What follows belongs to an exercise in optimizing a design on an open flow for small area; a production flow would make more cautious choices. In this exercise RTL edits were held to simulation tests only and were not proved equivalent to the original.

==> module Uart8Receiver, before the edit <==
module Uart8Receiver (
    input  wire       clk,
    input  wire       rst,
    input  wire       tick,
    input  wire       in,
    input  wire       txRun,   
    input  wire       txStep,  
    output wire       shift,  
    output wire       sbit,   
    output reg        done,
    output reg        busy,
    output reg        err,
    output wire [3:0] txBit   
);
    localparam [1:0] IDLE = 2'd0;
    localparam [1:0] DATA_BITS = 2'd1;
    localparam [1:0] STOP_BIT = 2'd2;
    reg [1:0] state;
    reg [2:0] inputSw;
    reg [6:0] cnt;    
    wire sampledBit = (inputSw[2] & inputSw[1]) |
                      (inputSw[1] & inputSw[0]) |
                      (inputSw[2] & inputSw[0]);
    assign shift = tick & (state == DATA_BITS) & (cnt[3:0] == 4'hF);
    assign sbit = sampledBit;
    assign txBit = cnt[3:0];
    always @(posedge clk) begin
        if (rst) begin
            state <= IDLE;
            inputSw <= 3'b111;
            done <= 1'b0;
            busy <= 1'b0;
            err <= 1'b0;
        end else if (tick) begin
            inputSw <= {inputSw[1:0], in};
            done <= 1'b0;
            case (state)
                IDLE: begin
                    if (!sampledBit) begin
                        if (cnt[2:0] == 3'd7) begin
                            state <= DATA_BITS;
                            busy <= 1'b1;
                            cnt <= 7'd0;
                        end else begin
                            cnt <= cnt + 7'd1;
                        end
                    end else if (txRun) begin
                        if (txStep) cnt <= cnt + 7'd1;
                    end else begin
                        cnt <= 7'd0;
                    end
                end
                DATA_BITS: begin
                    if (cnt == 7'h7F)
                        state <= STOP_BIT;
                    cnt <= cnt + 7'd1;
                end
                default: begin  
                    if (cnt[3:0] == 4'hF) begin
                        state <= IDLE;
                        if (sampledBit) begin
                            done <= 1'b1;
                            busy <= 1'b0;
                        end else begin
                            err <= 1'b1;
                        end
                    end
                    cnt <= cnt + 7'd1;
                end
            endcase
        end
    end
endmodule
==> module Uart8_Matrix10, before the edit <==
module Uart8_Matrix10 (
    input wire clk,
    input wire rst,
    input wire rx,
    input wire rxEn,
    output wire [7:0] out,
    output wire rxDone,
    output wire rxBusy,
    output wire rxErr,
    output wire tx,
    input wire txEn,
    output wire txDone,
    output wire txBusy,
    output reg [7:0] led
);
    localparam [2:0] RX_A = 3'd0, RX_B = 3'd1, WAIT = 3'd2, SUM = 3'd3, TX = 3'd4;
    reg [6:0] bc;
    always @(posedge clk) begin
        if (rst) bc <= 7'd0;
        else bc <= bc + 7'd1;
    end
    wire rxTick = (bc[2:0] == 3'd3);
    wire bitEnd = (bc == 7'd123);    
    wire rxShift, rxBit;
    wire [3:0] tbit;      
    reg [2:0] st;
    Uart8Receiver rxInst (
        .clk(clk),
        .rst(rst),
        .tick(rxTick),
        .in(rx),
        .txRun(st == TX),
        .txStep(bc[6:3] == 4'hF),
        .txBit(tbit),
        .shift(rxShift),
        .sbit(rxBit),
        .done(rxDone),
        .busy(rxBusy),
        .err(rxErr)
    );
    reg [7:0] acc;        
    wire rxRise = rxDone & (bc[2:0] == 3'd4);
    assign out = rxRise ? acc : led;
    always @(posedge clk) begin
        if (rst) led <= 8'd0;
        else if (rxRise) led <= acc;
    end
    reg [3:0] m, k;
    reg [2:0] ph;
    wire revEnd = (m == 4'd9) & (k == 4'd9);
    always @(posedge clk) begin
        if (rst) begin
            m <= 4'd0;
            k <= 4'd0;
            ph <= 3'd0;
        end else begin
        if (k == 4'd9) begin
            k <= 4'd0;
            m <= (m == 4'd9) ? 4'd0 : m + 4'd1;
        end else begin
            k <= k + 4'd1;
        end
        if (revEnd) ph <= ph + 3'd1;
        end
    end
    reg pend;             
    reg [3:0] hi, lo;     
    wire wrA = (st == RX_A) & pend & (m == hi) & (k == lo);
    wire wrB = (st == RX_B) & pend & (m == lo) & (k == hi) & (ph == 3'd7);
    reg [799:0] ringA;
    reg [799:0] ringB;
    always @(posedge clk) begin
        ringA <= {wrA ? led : ringA[7:0], ringA[799:8]};
        ringB <= {wrB ? led : {ringB[6:0], ringB[7]}, ringB[799:8]};
    end
    wire [3:0] dd = lo - hi;
    wire wrap = lo < hi;
    wire [3:0] d = wrap ? dd + 4'd10 : dd;
    reg bbit;
    always @(*) begin
        case (d)
            4'd0: bbit = ringB[7];
            4'd1: bbit = ringB[87];
            4'd2: bbit = ringB[167];
            4'd3: bbit = ringB[247];
            4'd4: bbit = ringB[327];
            4'd5: bbit = ringB[407];
            4'd6: bbit = ringB[487];
            4'd7: bbit = ringB[567];
            4'd8: bbit = ringB[647];
            default: bbit = ringB[727];
        endcase
    end
    wire [2:0] pp = ph + {2'd0, wrap};    
    wire [7:0] term = ringA[7:0] & {8{bbit}};
    wire [7:0] base = (k != 4'd0) ? acc : {acc[6:0], 1'b0};
    wire lastElem = (hi == 4'd9) & (lo == 4'd9);
    always @(posedge clk) begin
        if (rst) begin
            st <= RX_A;
            pend <= 1'b0;
            hi <= 4'd0;
            lo <= 4'd0;
        end else begin
            if (rxRise) pend <= 1'b1;
            if (rxShift) acc <= {rxBit, acc[7:1]};
            case (st)
                RX_A, RX_B: begin
                    if (wrA | wrB) begin
                        pend <= 1'b0;
                        if (lo == 4'd9) begin
                            lo <= 4'd0;
                            hi <= (hi == 4'd9) ? 4'd0 : hi + 4'd1;
                        end else begin
                            lo <= lo + 4'd1;
                        end
                        if (lastElem) st <= st + 3'd1;
                    end
                end
                WAIT: begin
                    if (revEnd & (pp == 3'd7)) st <= SUM;
                end
                SUM: begin
                    if (m == hi) acc <= base + term;
                    if (revEnd & (pp == 3'd7)) st <= TX;
                end
                default: begin  
                    if (bitEnd) begin
                        if (tbit >= 4'd2 && tbit <= 4'd9) acc <= {1'b0, acc[7:1]};
                        if (tbit == 4'd10) begin
                            if (lo == 4'd9) begin
                                lo <= 4'd0;
                                hi <= (hi == 4'd9) ? 4'd0 : hi + 4'd1;
                            end else begin
                                lo <= lo + 4'd1;
                            end
                            st <= lastElem ? RX_A : WAIT;
                        end
                    end
                end
            endcase
        end
    end
    assign txBusy = (st == TX) & (tbit != 4'd10);
    assign txDone = (st == TX) & (tbit == 4'd10);
    assign tx = (st != TX) | (tbit == 4'd10) | (tbit == 4'd0) | ((tbit != 4'd1) & acc[0]);
endmodule
export LEC_CHECK = 0
export ABC_AREA = 1
export CAP_MARGIN = 20
export CORE_MARGIN = 2
export CORE_UTILIZATION = 45
export PLACE_DENSITY = 0.6
export SLEW_MARGIN = 20
create_clock -name core_clock -period 12.0 [get_ports {clk}]
standard.sh (not shown) runs the stock make flow with config.mk's settings and CLKGATE_MAP_FILE= SYNTH_SCRIPT=/design/flow/synth_recipe.tcl, a recipe that flattens the netlist after the stock synthesis.
==> flow/flow/run.sh <==
#!/bin/bash
# Standard layout, with a clock tree of clkbuf_8 buffers driving clusters of
# up to 16 registers and no dummy loads (the default tree uses clkbuf_16 on
# clusters of about five registers and pads it with dummy loads).
set -euo pipefail
export CTS_ARGS="-sink_clustering_enable -repair_clock_nets -dont_use_dummy_load -buf_list sky130_fd_sc_hd__clkbuf_8 -sink_clustering_size 16 -sink_clustering_max_diameter 80 -sink_buffer_max_cap_derate 1.0"
bash standard.sh > standard.log 2>&1
Next try:
--- a/flow/design.v
+++ b/flow/design.v
@@ -6,12 +6,9 @@
     input  wire       tick,
     input  wire       in,
-    input  wire       txRun,   
-    input  wire       txStep,  
     output wire       shift,  
     output wire       sbit,   
     output reg        done,
     output reg        busy,
-    output reg        err,
-    output wire [3:0] txBit   
+    output reg        err
 );
     localparam [1:0] IDLE = 2'd0;
@@ -26,5 +23,4 @@
     assign shift = tick & (state == DATA_BITS) & (cnt[3:0] == 4'hF);
     assign sbit = sampledBit;
-    assign txBit = cnt[3:0];
     always @(posedge clk) begin
         if (rst) begin
@@ -47,6 +43,4 @@
                             cnt <= cnt + 7'd1;
                         end
-                    end else if (txRun) begin
-                        if (txStep) cnt <= cnt + 7'd1;
                     end else begin
                         cnt <= 7'd0;
@@ -98,8 +92,6 @@
     end
     wire rxTick = (bc[2:0] == 3'd3);
-    wire bitEnd = (bc == 7'd123);    
+    wire bitEnd = (bc == 7'd127);
     wire rxShift, rxBit;
-    wire [3:0] tbit;      
-    reg [2:0] st;
     Uart8Receiver rxInst (
         .clk(clk),
@@ -107,7 +99,4 @@
         .tick(rxTick),
         .in(rx),
-        .txRun(st == TX),
-        .txStep(bc[6:3] == 4'hF),
-        .txBit(tbit),
         .shift(rxShift),
         .sbit(rxBit),
@@ -141,6 +130,8 @@
         end
     end
+    reg [2:0] st;
     reg pend;             
     reg [3:0] hi, lo;     
+    reg [3:0] tbit;       
     wire wrA = (st == RX_A) & pend & (m == hi) & (k == lo);
     wire wrB = (st == RX_B) & pend & (m == lo) & (k == hi) & (ph == 3'd7);
@@ -171,5 +162,5 @@
     wire [2:0] pp = ph + {2'd0, wrap};    
     wire [7:0] term = ringA[7:0] & {8{bbit}};
-    wire [7:0] base = (k != 4'd0) ? acc : {acc[6:0], 1'b0};
+    wire [7:0] base = (k != 4'd0) ? acc : (pp == 3'd0) ? 8'd0 : {acc[6:0], 1'b0};
     wire lastElem = (hi == 4'd9) & (lo == 4'd9);
     always @(posedge clk) begin
@@ -200,10 +191,14 @@
                 SUM: begin
                     if (m == hi) acc <= base + term;
-                    if (revEnd & (pp == 3'd7)) st <= TX;
+                    if (revEnd & (pp == 3'd7)) begin
+                        st <= TX;
+                        tbit <= 4'd15;
+                    end
                 end
                 default: begin  
                     if (bitEnd) begin
-                        if (tbit >= 4'd2 && tbit <= 4'd9) acc <= {1'b0, acc[7:1]};
-                        if (tbit == 4'd10) begin
+                        tbit <= tbit + 4'd1;
+                        if (tbit != 4'd0 && tbit != 4'd15) acc <= {1'b0, acc[7:1]};
+                        if (tbit == 4'd9) begin
                             if (lo == 4'd9) begin
                                 lo <= 4'd0;
@@ -219,6 +214,6 @@
         end
     end
-    assign txBusy = (st == TX) & (tbit != 4'd10);
-    assign txDone = (st == TX) & (tbit == 4'd10);
-    assign tx = (st != TX) | (tbit == 4'd10) | (tbit == 4'd0) | ((tbit != 4'd1) & acc[0]);
+    assign txBusy = (st == TX) & (tbit != 4'd9);
+    assign txDone = (st == TX) & (tbit == 4'd9);
+    assign tx = (st != TX) | (tbit == 4'd9) | (tbit == 4'd15) | ((tbit != 4'd0) & acc[0]);
 endmodule
Effect: Worst hold slack degrades by 0.018 ns. Final area rose by 0.32%. First-iteration DRC count fell by 7.1%. Critical path depth does not change. Worst setup slack degrades by 0.18 ns. Fmax fell by 3.2%. Non-clock buffer count fell by 1. Via count stays flat.

==> separate check: timing with driven ports <==
No port has a modelled driver above. Below, the same layouts with a new extraction and two added sets of constraints. Step 1 sets driving cells, clkbuf_16 on the clock port and buf_2 on the other inputs (assumed; they add their load-dependent delay and slew). Step 2 times the ports against the registers' clock, not the clock port: input delays grow and output delays shrink by t, the midpoint of the rising clock arrivals with the driver on. Slacks: ideal ports / drivers / drivers and shift; pairs: ideal ports / drivers.
run | shift t [ns] | setup slack, ns | slew at the worst register clock pin (ns)
the first run | 0.746 | 6.634 / 6.575 / 7.321 | 0.11 / 0.11
the second run | 0.738 | 6.454 / 6.403 / 7.135 | 0.10 / 0.10
After both steps setup and hold are still met in every run listed.
